Context: an optimization exercise on an open-source flow, tuned for small area, a short achievable clock period and few clock cycles. The choices shown serve that exercise and are no tape-out recipe. Where RTL was checked, it was by simulation tests only, not by an equivalence proof against the original. Function not checked in run 1: the RTL went through the layout flow alone. No activity file was given, so power comes from the tool's default toggle rates.

==> flow/design.v (outline; a module is shown in full before it is edited, if it fits) <==
// module LASER: 1562 lines
module LASER (
    input CLK,
    input RST,
    input [3:0] X,
    input [3:0] Y,
    output reg [3:0] C1X,
    output reg [3:0] C1Y,
    output reg [3:0] C2X,
    output reg [3:0] C2Y,
    output reg DONE);
  // ...
==> flow/run.sh <==
#!/bin/bash
# synth_recipe.tcl (not shown) runs the flow's synth.tcl, then flattens the netlist and writes it again
# the make line also repeats each setting of config.mk as NAME=value (left out here)
make -C /OpenROAD-flow-scripts/flow DESIGN_CONFIG=/design/flow/config.mk WORK_HOME=/design/flow/orfs CLKGATE_MAP_FILE= SYNTH_SCRIPT=/design/flow/synth_recipe.tcl finish
==> flow/config.mk <==
export PLATFORM = sky130hd
export DESIGN_NAME = LASER
export DESIGN_NICKNAME = LASER
export VERILOG_FILES = /design/flow/design.v
export SDC_FILE = /design/flow/constraint.sdc
export NUM_CORES = 4
export LEC_CHECK = 0
export CAP_MARGIN = 20
export CORE_MARGIN = 2
export CORE_UTILIZATION = 40
export SETUP_SLACK_MARGIN = 3.0
export SLEW_MARGIN = 20
==> flow/constraint.sdc <==
create_clock -name core_clock -period 6.5 [get_ports {CLK}]
set_input_delay 1.3000 -clock core_clock [delete_from_list [all_inputs] [get_ports {CLK}]]
set_output_delay 1.3000 -clock core_clock [all_outputs]
set_load 0.01 [all_outputs]
==> run summary, run 1 <==
# TYPE chip_impl_metric gauge
chip_impl_info{name="result_of_the_run",value="timing/DRC/antenna clean"} 1
chip_impl_metric{name="synth_simple_gate_area_frac",unit=""} 0.08755
chip_impl_metric{name="synth_enable_flop_cells",unit=""} 44
chip_impl_info{name="critPathMostFrequentCell",value="fa_1"} 1
chip_impl_info{name="top_power_group",value="registers"} 1
chip_impl_info{name="criticalPathCategory",value="reg -> reg"} 1
chip_impl_metric{name="clk-insertion-delay-late",unit="ns"} 0.77
chip_impl_info{name="largestClassByArea",value="multi-input gates"} 1
chip_impl_metric{name="detail_route.vias_per_cell",unit=""} 5.254
chip_impl_metric{name="drt-pass1-iter-count",unit=""} 14
chip_impl_info{name="timing.critical_path.to",value="cpcR[3]"} 1
chip_impl_metric{name="grt_antenna_before_repair",unit=""} 7
chip_impl_info{name="global_route.peak_usage_layer",value="met2"} 1
chip_impl_metric{name="worstPathArrival",unit="ns"} 4.59
chip_impl_metric{name="buffers_excl_clock",unit=""} 268
chip_impl_metric{name="final_min_period_over_clock_period",unit=""} 0.6082
chip_impl_metric{name="report.final.setup_viol",unit=""} 0
chip_impl_metric{name="share_comb_of_total_power",unit=""} 0.043
chip_impl_metric{name="wl_per_cell",unit="um"} 21.63
chip_impl_metric{name="design.die.area",unit="um^2"} 128900
chip_impl_metric{name="avgSynthCellArea",unit="um^2"} 10.74
chip_impl_metric{name="finish.net_count",unit=""} 5655
chip_impl_metric{name="grt_use_total",unit=""} 0.2199
chip_impl_metric{name="clock_net_power",unit="W"} 0.00674
chip_impl_info{name="setup.worst_path.start_class",value="flip-flop"} 1
chip_impl_metric{name="area_growth",unit="%"} 19.08
chip_impl_metric{name="max_freq",unit="MHz"} 252.9
chip_impl_metric{name="m1WireLength",unit="um"} 61890
==> run 2, diff against run 1 <==
--- a/flow/design.v
+++ b/flow/design.v
@@ -25,17 +25,17 @@
   reg [4:0] hix;
   always @(posedge CLK) begin
     for (i = 1; i < 20; i = i + 1) begin
       pa[i] <= pa[i-1];
       pb[i] <= pb[i-1];
     end
     pa[0] <= (inph && incnt < 6'd20) ? {X, Y} : pa[19];
     pb[0] <= (inph && incnt >= 6'd20) ? {X, Y} : pb[19];
-    hix <= (inph || hix == 5'd19) ? 5'd0 : hix + 5'd1;
+    hix <= (inph || hix == 5'd19) ? (inph ? 5'd19 : 5'd0) : hix + 5'd1;
   end
   reg [15:0] bm [0:15];
   reg [3:0]  ro;
   wire [3:0] setpos = Y - ro + 4'd1;
   wire       bclr = inph && incnt == 6'd0;
   always @(posedge CLK) begin
     ro <= ro - 4'd1;
     for (i = 0; i < 16; i = i + 1)
@@ -1497,17 +1497,17 @@
           if (fpass == 3'd6 || (fpass >= 3'd2 && fconv)) begin
             fmode <= 1'b0;
             DONE <= 1'b1;
           end
         end else begin
           fk <= fk + 5'd1;
         end
       end else begin
-        fk <= 5'd0;
+        fk <= (inph && incnt == 6'd39) ? 5'd1 : 5'd0;
         fpass <= 3'd0;
       end
       if (goslow) smode <= 1'b1;
       sgap <= 1'b0;
       if (tfin) DONE <= 1'b1;
       if (stest) begin
         ssub <= sstep ? 5'd0 : ssub + 5'd1;
         if (sstep) begin
@@ -1523,17 +1523,17 @@
         spass <= 3'd0;
         scx <= 4'd0;
         scy <= 4'd0;
       end
     end
     cpcR <= cpc;
     if (v2)
       acc <= (fk == 5'd2 ? 6'd0 : acc) + {1'b0, cpcR};
-    if (fk == 5'd0)
+    if (fk == 5'd0 || !fmode)
       found <= 1'b0;
     else if (tupd) begin
       found <= 1'b1;
       maxE <= rmM;
       bx <= rxM;
       by <= ryM;
     end
     tA <= stest && covA;
==> flow/config.mk (replaced) <==
export PLATFORM = sky130hd
export DESIGN_NAME = LASER
export DESIGN_NICKNAME = LASER
export VERILOG_FILES = /design/flow/design.v
export SDC_FILE = /design/flow/constraint.sdc
export NUM_CORES = 4
export LEC_CHECK = 0
export CAP_MARGIN = 20
export CORE_MARGIN = 2
export CORE_UTILIZATION = 60
export SETUP_SLACK_MARGIN = 3.0
export SLEW_MARGIN = 20
==> run 2 against run 1 <==
  * Still clean
  * Synthesized cell count is 0.83% lower
  * Combinational power is 21% lower
  * Critical path type unchanged
  * Routed wire length is 0.32% higher
  * Critical endpoint is now fmode
==> run summary, run 2 <==
# TYPE chip_impl_metric gauge
chip_impl_info{name="result_of_the_run",value="timing/DRC/antenna clean"} 1
chip_impl_info{name="postSynth.topFlopCell",value="dfxtp_1"} 1
chip_impl_metric{name="wl_per_cell",unit="um"} 23.73
chip_impl_metric{name="worstPathArrival",unit="ns"} 4.95
chip_impl_metric{name="ys_warn_count",unit=""} 12
chip_impl_metric{name="sequentialPowerShare",unit=""} 0.506
chip_impl_info{name="setup.worst_path.start_class",value="flip-flop"} 1
chip_impl_metric{name="power.total",unit="W"} 0.01362
chip_impl_metric{name="yosysSeqAreaShare",unit=""} 0.4428
chip_impl_metric{name="vias",unit=""} 35300
chip_impl_metric{name="placeableCoreArea",unit="um^2"} 83290
chip_impl_metric{name="synth.net_count",unit=""} 5414
chip_impl_info{name="cell_with_the_most_instances_after_synthesis",value="dfxtp_1"} 1
chip_impl_metric{name="clk-insertion-delay-late",unit="ns"} 0.70
chip_impl_metric{name="ys_ff_latch",unit=""} 1090
chip_impl_metric{name="post_synth_instance_area",unit="um^2"} 50270
chip_impl_metric{name="max_reg_flops",unit=""} 256
chip_impl_metric{name="drive_above_1_share",unit=""} 0.1942
chip_impl_metric{name="num-fill-cells",unit=""} 5978
chip_impl_metric{name="ant_nets",unit=""} 0
chip_impl_metric{name="power.density_cell_area",unit="nW/um^2"} 230.0
chip_impl_metric{name="placement_rows",unit=""} 106
chip_impl_metric{name="hold-worst-slack",unit="ns"} 0.3102
chip_impl_metric{name="number_of_max_cap_violations",unit=""} 0
chip_impl_metric{name="final_estimated_routing_congestion_in_global_placement",unit=""} 0.9756
chip_impl_metric{name="final-max-slew-violation-count",unit=""} 0
chip_impl_metric{name="worst_clock_skew",unit="ns"} 0.05705
chip_impl_metric{name="final.setup.worst_slack",unit="ns"} 2.131
chip_impl_metric{name="ctsHoldBuffers",unit=""} 0
chip_impl_metric{name="internal_power",unit="W"} 0.01055
chip_impl_metric{name="global_route_wire_length_before_repair",unit="um"} 211700
chip_impl_metric{name="drt-initial-drc-count",unit=""} 3914
chip_impl_metric{name="htree_levels",unit=""} 3
chip_impl_info{name="layout.cells.most_common",value="dfxtp_1"} 1
chip_impl_metric{name="design.die.area",unit="um^2"} 86110
chip_impl_metric{name="post_synth_num_cell_types",unit=""} 65
chip_impl_metric{name="buffer_ports.inserted",unit=""} 26
chip_impl_metric{name="critical_path_peak_fanout",unit=""} 5
chip_impl_metric{name="grt_start_max_net_pins",unit=""} 166
chip_impl_metric{name="final_min_period_over_clock_period",unit=""} 0.6722
chip_impl_metric{name="start_util",unit=""} 0.6035
chip_impl_metric{name="cts_buffers",unit=""} 105
chip_impl_metric{name="preCtsSetupSlack",unit="ns"} 1.400
chip_impl_metric{name="area.sequential",unit="um^2"} 22460
chip_impl_metric{name="avgSynthCellArea",unit="um^2"} 10.80
chip_impl_metric{name="area_growth",unit="%"} 17.77
chip_impl_metric{name="chipHeight",unit="um"} 293.5
chip_impl_metric{name="grt_use_total",unit=""} 0.3263
chip_impl_metric{name="power.static_leakage",unit="nW"} 25.22
chip_impl_metric{name="report.final.setup_viol",unit=""} 0
chip_impl_metric{name="grt_antenna_before_repair",unit=""} 1
chip_impl_metric{name="die-width",unit="um"} 293.5
chip_impl_info{name="synth_top_cells_by_count",value="dfxtp_1 (1046), inv_1 (638), ha_1 (378), fa_1 (373), nand2_1 (367)"} 1
chip_impl_metric{name="ir_drop",unit="V"} 0.0003375
chip_impl_info{name="ys_top_cells_by_area",value="dfxtp_1 (42%), fa_1 (15%), ha_1 (9.4%)"} 1
chip_impl_metric{name="globalRouteOverflowTotal",unit=""} 0
chip_impl_metric{name="route.detailed.drc",unit=""} 0
chip_impl_metric{name="crit_required",unit="ns"} 7.08
chip_impl_metric{name="vias_in_the_first_global_route",unit=""} 34650
chip_impl_metric{name="post-synth-top-area-fraction",unit=""} 0.4166
chip_impl_metric{name="finish.net_count",unit=""} 5662
chip_impl_metric{name="timing.reg2reg.setup_slack",unit="ns"} 2.13
chip_impl_metric{name="fin_tns_setup",unit="ns"} 0
chip_impl_info{name="tritoncts_clock_tree",value="done"} 1
chip_impl_info{name="rsz_0062_raised_after_global_routing",value="yes"} 1
chip_impl_metric{name="hold_viol",unit=""} 0
chip_impl_info{name="criticalPathCategory",value="reg -> reg"} 1
chip_impl_info{name="synth_top_cell_by_area",value="dfxtp_1"} 1
chip_impl_metric{name="max_freq",unit="MHz"} 228.9
chip_impl_metric{name="power_frac_clock",unit=""} 0.458
chip_impl_metric{name="routed_wl",unit="um"} 144100
chip_impl_metric{name="netSwitchingFraction",unit=""} 0.2249
chip_impl_metric{name="drt-pass1-iter-count",unit=""} 13
chip_impl_metric{name="ios",unit=""} 27
chip_impl_metric{name="power_switching",unit="W"} 0.003062
chip_impl_metric{name="share_comb_of_total_power",unit=""} 0.035
chip_impl_metric{name="ctsLongestPathBuffers",unit=""} 3
chip_impl_metric{name="multiInputGateArea",unit="um^2"} 26440
chip_impl_metric{name="synth_enable_flop_cells",unit=""} 44
chip_impl_metric{name="max_slew_margin",unit=""} 0.07037
chip_impl_info{name="largest-register",value="bm"} 1
chip_impl_metric{name="clk_pin_slew",unit="ns"} 0.07
chip_impl_metric{name="numClockSinks",unit=""} 1090
chip_impl_info{name="most-common-layout-cells",value="dfxtp_1 (972), inv_1 (551), nand2_1 (351)"} 1
chip_impl_info{name="top_regs",value="bm: 256 flops, pa: 160 flops, pb: 160 flops"} 1
chip_impl_metric{name="worst_slew_pin_slew",unit="ns"} 1.393
chip_impl_metric{name="postSynth.asyncResetShare",unit=""} 0
chip_impl_metric{name="finalWorstPathRequiredPeriod",unit="ns"} 4.369
chip_impl_info{name="clock_tree.root_cell",value="clkbuf_16"} 1
chip_impl_metric{name="place_hpwl",unit="um"} 100400
chip_impl_metric{name="detail_route.vias_per_cell",unit=""} 5.815
chip_impl_metric{name="syn_inst",unit=""} 4653
chip_impl_info{name="min_path_type",value="reg -> reg"} 1
chip_impl_info{name="crit_path_capture_type",value="flip-flop"} 1
run 2: changes by cell type after synthesis, moves of 7 or more:
cell / before / now
xor2_1: 32 / 23
nor2_1: 144 / 156
xnor2_1: 45 / 52
inv_1: 647 / 638
nand2b_1: 82 / 75
o221ai_1: 22 / 0
a21o_1: 74 / 66
nor3_1: 29 / 38
nand3_1: 76 / 49
o21ai_0: 201 / 208
mux2i_1: 107 / 125
mux2_2: 36 / 55
run 2: what timing repair did:
| action | CTS | global route |
|---|---|---|
| cloned | 2 | 2 |
| endpoints found under the setup margin | 314 | 378 |
| gates resized for setup | 292 | 224 |
| pin swaps | 77 | 104 |
| buffers inserted | 160 | 92 |
run 2: cells by family (layout without fill, tap and decap cells):
group	after synthesis	count (layout)	synth area share
DFF	1090	1090	0.4428
and+or+nand+nor	898	899	0.08480
AOI/OAI and AO/OA	836	836	0.1168
buffers and inverters	817	1153	0.06123
adders and majority gates	755	755	0.2434
muxes	182	182	0.03781
xor gates and xnor gates	75	75	0.01307
other	0	1	0
run 2: power by group through the flow:
stage | registers, W | logic, W | clock network, W
after floorplan | 0.00702 | 0.000319 | 0
after global placement | 0.00705 | 0.000416 | 0
after detailed placement | 0.00705 | 0.000422 | 0
after CTS | 0.00689 | 0.000445 | 0.00634
after global routing | 0.00690 | 0.000529 | 0.00660
final | 0.00689 | 0.000480 | 0.00624
run 2: cell type report:
cell class | instances | area share
multi-input cells | 2747 | 0.4466
flip-flops and latches | 1090 | 0.3795
clock buffers | 157 | 0.05077
repair buffers | 315 | 0.04880
inverters | 642 | 0.04168
well taps | 1080 | 0.02283
clock inverters | 39 | 0.009870
diodes | 1 | 0.00004227
run 2: stage by stage:
stage / utilization / area (um^2) / instances
after floorplan: - / 50910 / 4653
after global placement: 0.6231 / 51890 / 5618
after detailed placement: 0.6233 / 51910 / 5618
after CTS: 0.6919 / 57630 / 5976
after global routing: 0.7107 / 59200 / 6070
final: 0.7108 / 59200 / 6071
run 2: worst paths after layout:
path | from | end | cells past startpoint
worst min register to register | pb[16][7] | pb[17][7] | 0
worst min-delay path | pb[16][7] | pb[17][7] | 0
worst max register to register | by[1] | fmode | 19
worst max-delay path | by[1] | fmode | 19
run 2: metal layers:
metal,global-route usage,part of all wire,up-vias
li1,-,-,16160
met1,0.4641,0.44,17040
met2,0.4872,0.43,1614
met3,0.07595,0.090,493
met4,0.1200,0.043,0
met5,0.002836,0,-
run 2: worst max-delay path: stages, from the launching register on:
cell and delay [ns]:
edfxtp_1 0.40, inv_2 0.09, ha_4 0.19, nor2b_4 0.12
o211ai_1 0.20, a211oi_2 0.12, a311oi_4 0.33, buf_6 0.18
mux2_4 0.34, fa_2 0.40, a21oi_2 0.15, nor2_1 0.05
nor2_1 0.11, xnor2_1 0.18, xnor2_1 0.17, o2111ai_2 0.15
or4_4 0.54, o41ai_4 0.22, o2111ai_2 0.14, nor3b_2 0.18
Testbench counts of run 2, summed over its fixed seeds: cycles 16,565.
==> run 3, diff against run 2 <==
--- a/flow/config.mk
+++ b/flow/config.mk
@@ -9,3 +9,3 @@
 export CORE_MARGIN = 2
-export CORE_UTILIZATION = 60
+export CORE_UTILIZATION = 40
 export SETUP_SLACK_MARGIN = 3.0
==> run 3 against run 2 <==
  * Clock skew is 0.044 ns higher
  * Sequential share of layout area decreased by 1.1 points
  * Sequential cell count unchanged
  * Highest routed layer is now met5
  * Count of clock-buffer cells in the layout decreased by 17
  * Cell count rose by 10%
  * Total power is 3.3% higher
  * Via count fell by 1.6%
  * Combinational power up 2%
  * Critical path type unchanged
  * Routed wire length hardly changed
  * Area after synthesis stayed put
  * Final area grew 2.9%
==> run summary, run 3 <==
# TYPE chip_impl_metric gauge
chip_impl_metric{name="post_synth_num_cell_types",unit=""} 65
chip_impl_metric{name="finish.net_count",unit=""} 5714
chip_impl_metric{name="finalCoreUtilization",unit=""} 0.4864
chip_impl_info{name="postSynth.topFlopCell",value="dfxtp_1"} 1
chip_impl_metric{name="power.static_leakage",unit="nW"} 25.77
chip_impl_metric{name="clk_pin_slew",unit="ns"} 0.06
chip_impl_metric{name="ctsLongestPathBuffers",unit=""} 3
chip_impl_metric{name="postSynth.asyncResetShare",unit=""} 0
chip_impl_metric{name="finalWorstPathRequiredPeriod",unit="ns"} 4.341
chip_impl_info{name="setup.worst_path.start_class",value="flip-flop"} 1
chip_impl_metric{name="final_estimated_routing_congestion_in_global_placement",unit=""} 0.9674
chip_impl_metric{name="syn_inst",unit=""} 4653
chip_impl_info{name="timing.rr.start",value="by[1]"} 1
chip_impl_metric{name="area_growth",unit="%"} 21.19
chip_impl_metric{name="report.final.setup_viol",unit=""} 0
chip_impl_info{name="top_regs",value="bm: 256 flops, pa: 160 flops, pb: 160 flops"} 1
chip_impl_info{name="crit_path_cell_trace",value="inv_2 -> ha_4 -> nor2b_4 -> o211ai_1 -> a211oi_2 -> a311oi_4 -> mux2_4 -> ha_4 -> a21o_1 -> a21oi_4 -> xnor2_2 -> xnor2_1 -> nor4_1 -> o2111ai_1 -> or4_4 -> o41ai_4 -> o2111ai_2 -> nor3b_2"} 1
chip_impl_info{name="largest-register",value="bm"} 1
chip_impl_metric{name="power.density_cell_area",unit="nW/um^2"} 230.9
chip_impl_metric{name="detail_route.vias_per_cell",unit=""} 5.195
chip_impl_metric{name="wl_per_cell",unit="um"} 21.53
chip_impl_metric{name="grt_use_total",unit=""} 0.2215
chip_impl_info{name="critPathMostFrequentCell",value="ha_4"} 1
chip_impl_metric{name="number_of_max_cap_violations",unit=""} 0
chip_impl_metric{name="grt_start_max_net_pins",unit=""} 257
chip_impl_info{name="result_of_the_run",value="timing/DRC/antenna clean"} 1
chip_impl_metric{name="max_slew_margin",unit=""} 0.1241
chip_impl_metric{name="critical_path_peak_fanout",unit=""} 6
chip_impl_info{name="rsz_0062_raised_after_global_routing",value="yes"} 1
chip_impl_info{name="min_path_type",value="reg -> reg"} 1
chip_impl_metric{name="layout_cell_area_excl_fill",unit="um^2"} 60920
chip_impl_metric{name="ios",unit=""} 27
chip_impl_metric{name="routed_wl",unit="um"} 144000
chip_impl_metric{name="sequentialPowerShare",unit=""} 0.489
chip_impl_metric{name="max_reg_flops",unit=""} 256
chip_impl_metric{name="post-synth-top-area-fraction",unit=""} 0.4166
chip_impl_info{name="synth_top_cells_by_count",value="dfxtp_1 (1046), inv_1 (638), ha_1 (378), fa_1 (373), nand2_1 (367)"} 1
chip_impl_metric{name="globalRouteOverflowTotal",unit=""} 0
chip_impl_metric{name="ys_warn_count",unit=""} 12
chip_impl_metric{name="vias",unit=""} 34750
chip_impl_metric{name="final.setup.worst_slack",unit="ns"} 2.159
chip_impl_metric{name="timing.reg2reg.setup_slack",unit="ns"} 2.16
chip_impl_metric{name="timing.critical_path.buf_inv",unit=""} 1
chip_impl_info{name="layout.cells.most_common",value="dfxtp_1"} 1
chip_impl_metric{name="power_switching",unit="W"} 0.003120
chip_impl_metric{name="yosysSeqAreaShare",unit=""} 0.4428
chip_impl_metric{name="grt_antenna_before_repair",unit=""} 5
chip_impl_metric{name="avgSynthCellArea",unit="um^2"} 10.80
chip_impl_info{name="worst_hold_path.endpoint",value="pa[11][7]"} 1
chip_impl_metric{name="drt-pass1-iter-count",unit=""} 12
chip_impl_metric{name="final-max-slew-violation-count",unit=""} 0
chip_impl_metric{name="power_frac_clock",unit=""} 0.476
chip_impl_metric{name="max_freq",unit="MHz"} 230.4
chip_impl_metric{name="worstPathArrival",unit="ns"} 4.93
chip_impl_metric{name="internal_power",unit="W"} 0.01095
chip_impl_metric{name="hold_viol",unit=""} 0
chip_impl_metric{name="cts_buffers",unit=""} 110
chip_impl_info{name="crit_path_capture_type",value="flip-flop"} 1
chip_impl_metric{name="post_synth_instance_area",unit="um^2"} 50270
chip_impl_info{name="holdCritStartpoint",value="pa[10][7]"} 1
chip_impl_metric{name="fin_tns_setup",unit="ns"} 0
chip_impl_metric{name="clk-insertion-delay-late",unit="ns"} 0.74
chip_impl_metric{name="place_hpwl",unit="um"} 104400
chip_impl_info{name="clock_tree.root_cell",value="clkbuf_16"} 1
chip_impl_info{name="most-common-layout-cells",value="dfxtp_1 (972), inv_1 (553), nand2_1 (348)"} 1
chip_impl_metric{name="placeableCoreArea",unit="um^2"} 125200
chip_impl_info{name="timing.critical_path.slowest_stage_cell",value="or4_4"} 1
chip_impl_metric{name="timing.critical_path.slowest_cell_delay",unit="ns"} 0.49
chip_impl_info{name="synth_top_cell_by_area",value="dfxtp_1"} 1
chip_impl_metric{name="worst_slew_pin_slew",unit="ns"} 1.312
chip_impl_info{name="rr_endpoint",value="fmode"} 1
chip_impl_metric{name="global_route_wire_length_before_repair",unit="um"} 214600
chip_impl_metric{name="start_util",unit=""} 0.4014
chip_impl_metric{name="netSwitchingFraction",unit=""} 0.2218
chip_impl_metric{name="ys_ff_latch",unit=""} 1090
chip_impl_metric{name="vias_in_the_first_global_route",unit=""} 34760
chip_impl_metric{name="num-fill-cells",unit=""} 11250
chip_impl_info{name="critPathTopFamily",value="compound AO/OA/AOI/OAI gates"} 1
chip_impl_metric{name="die-width",unit="um"} 358.5
chip_impl_metric{name="drive_above_1_share",unit=""} 0.2082
chip_impl_metric{name="dpl_cell_area",unit="um^2"} 52710
chip_impl_metric{name="worst_clock_skew",unit="ns"} 0.1011
chip_impl_metric{name="synth.net_count",unit=""} 5414
chip_impl_metric{name="route.detailed.drc",unit=""} 0
chip_impl_metric{name="final_min_period_over_clock_period",unit=""} 0.6679
chip_impl_metric{name="placement_rows",unit=""} 130
chip_impl_metric{name="synth_enable_flop_cells",unit=""} 44
chip_impl_metric{name="share_comb_of_total_power",unit=""} 0.035
chip_impl_metric{name="drt-initial-drc-count",unit=""} 2996
chip_impl_metric{name="buffer_ports.inserted",unit=""} 26
chip_impl_info{name="tritoncts_clock_tree",value="done"} 1
chip_impl_metric{name="design.die.area",unit="um^2"} 128500
chip_impl_metric{name="chipHeight",unit="um"} 358.5
chip_impl_info{name="criticalPathCategory",value="reg -> reg"} 1
chip_impl_info{name="cell_with_the_most_instances_after_synthesis",value="dfxtp_1"} 1
chip_impl_metric{name="hold-path-cell-count",unit=""} 0
chip_impl_info{name="ys_top_cells_by_area",value="dfxtp_1 (42%), fa_1 (15%), ha_1 (9.4%)"} 1
chip_impl_metric{name="ir_drop",unit="V"} 0.0003144
chip_impl_metric{name="r2r.worst_path.cells",unit=""} 18
chip_impl_metric{name="crit_required",unit="ns"} 7.09
chip_impl_metric{name="htree_levels",unit=""} 3
chip_impl_metric{name="ant_nets",unit=""} 0
chip_impl_metric{name="preCtsSetupSlack",unit="ns"} 1.514
chip_impl_metric{name="numClockSinks",unit=""} 1090
==> run 3: cell counts after synthesis <==
No cell type changed its count.
==> run 3: layer usage <==
| layer | share of wire | global-route usage | vias up |
|---|---|---|---|
| met2 | 0.45 | 0.3523 | 1214 |
| met1 | 0.44 | 0.2961 | 16880 |
| met3 | 0.070 | 0.04437 | 394 |
| li1 | - | - | 16260 |
| met4 | 0.042 | 0.08758 | 4 |
| met5 | 0.00017 | 0.001852 | - |
==> run 3: cells by family (layout without fill, tap and decap cells) <==
| kind of cell | after synthesis | after routing | share of synthesized area |
|---|---|---|---|
| xor gates and xnor gates | 75 | 75 | 0.01307 |
| muxes | 182 | 182 | 0.03781 |
| DFF | 1090 | 1090 | 0.4428 |
| buffers and inverters | 817 | 1203 | 0.06123 |
| adders and majority gates | 755 | 755 | 0.2434 |
| and+or+nand+nor | 898 | 898 | 0.08480 |
| other | 0 | 1 | 0 |
| AOI/OAI and AO/OA | 836 | 836 | 0.1168 |
==> run 3: cell type report <==
class	count	area (um^2)	share of cell area
diodes	1	2.502	0.00004108
repair buffers	363	3487	0.05724
flip-flops and latches	1090	22470	0.3689
well taps	1650	2064	0.03389
multi-input cells	2746	26500	0.4350
clock inverters	58	867.1	0.01423
inverters	642	2474	0.04060
clock buffers	140	3055	0.05015
==> run 3: how the worst max path moves through the flow <==
stage                     startpoint     to  slack (ns)  cells after the start
final                          by[1]  fmode        2.16                     18
after global routing           by[1]  fmode        1.92                     18
after CTS                      by[1]  fmode        2.23                     18
after detailed placement     maxE[4]  fmode        1.51                     17
after global placement       maxE[2]  fmode        1.57                     17
after floorplan              maxE[5]  fmode        2.24                     20
==> run 3: power by group through the flow <==
stage	combinational (W)	sequential, W	clock [W]
floorplan	0.000319	0.00702	0
global placement	0.000422	0.00705	0
detailed placement	0.000429	0.00705	0
CTS	0.000458	0.00689	0.00685
global route	0.000546	0.00689	0.00711
finish	0.000491	0.00688	0.00669
==> run 3: what timing repair did <==
action	in CTS	in global routing
pin swaps	83	107
gates cloned	1	1
hold buffers	0	0
endpoints found under the setup margin	319	348
gates resized for setup	321	272
endpoints found under the hold margin	0	0
setup buffers	195	94
==> run 3: metrics by stage <==
step	hold slack, ns	total power [W]	std cells
after global placement	0.3096	0.007471	6198
after CTS	0.2215	0.01419	6594
after global routing	0.2381	0.01455	6689
after detailed placement	0.3121	0.007480	6200
after floorplan	0.3096	0.007334	4653
final	0.2256	0.01407	6690
==> run 3: worst reg2reg max path: stages (launching register included) <==
cell and delay (ns):
edfxtp_1 0.39, inv_2 0.09, ha_4 0.20, nor2b_4 0.12, o211ai_1 0.21, a211oi_2 0.12
a311oi_4 0.38, mux2_4 0.38, ha_4 0.21, a21o_1 0.18, a21oi_4 0.20, xnor2_2 0.15
xnor2_1 0.08, nor4_1 0.24, o2111ai_1 0.20, or4_4 0.49, o41ai_4 0.23, o2111ai_2 0.17
nor3b_2 0.18

==> what the ideal ports hide <==
In the flow no input, the clock included, has a driving cell. The finished layouts below were timed again as built, in two steps.
Step 1 sets driving cells, clkbuf_16 on the clock port and buf_2 on the other inputs (assumed; they add their load-dependent delay and slew).
Step 2 times the ports against the registers' clock, not the clock port: input delays grow and output delays shrink by t, the midpoint of the rising clock arrivals with the driver on.
a / b / c = ideal ports / drivers / drivers and shift; a / b = the first two.
run | t (ns) | setup slack, ns | worst hold slack (ns) | worst setup path at the end | pins driven straight from the clock port
run 1 | 0.794 | 2.546 / 2.546 / 2.285 | 0.309 / 0.309 / 0.309 | input to register | 1
run 2 | 0.745 | 2.131 / 2.131 / 2.131 | 0.310 / 0.310 / 0.310 | register to register | 1
run 3 | 0.761 | 2.159 / 2.159 / 2.159 | 0.226 / 0.226 / 0.226 | register to register | 1
After both steps every run listed still meets setup and hold. For run 1, which loses most, drivers alone change the setup slack by 0.000 ns; drivers and shift together by -0.261 ns.
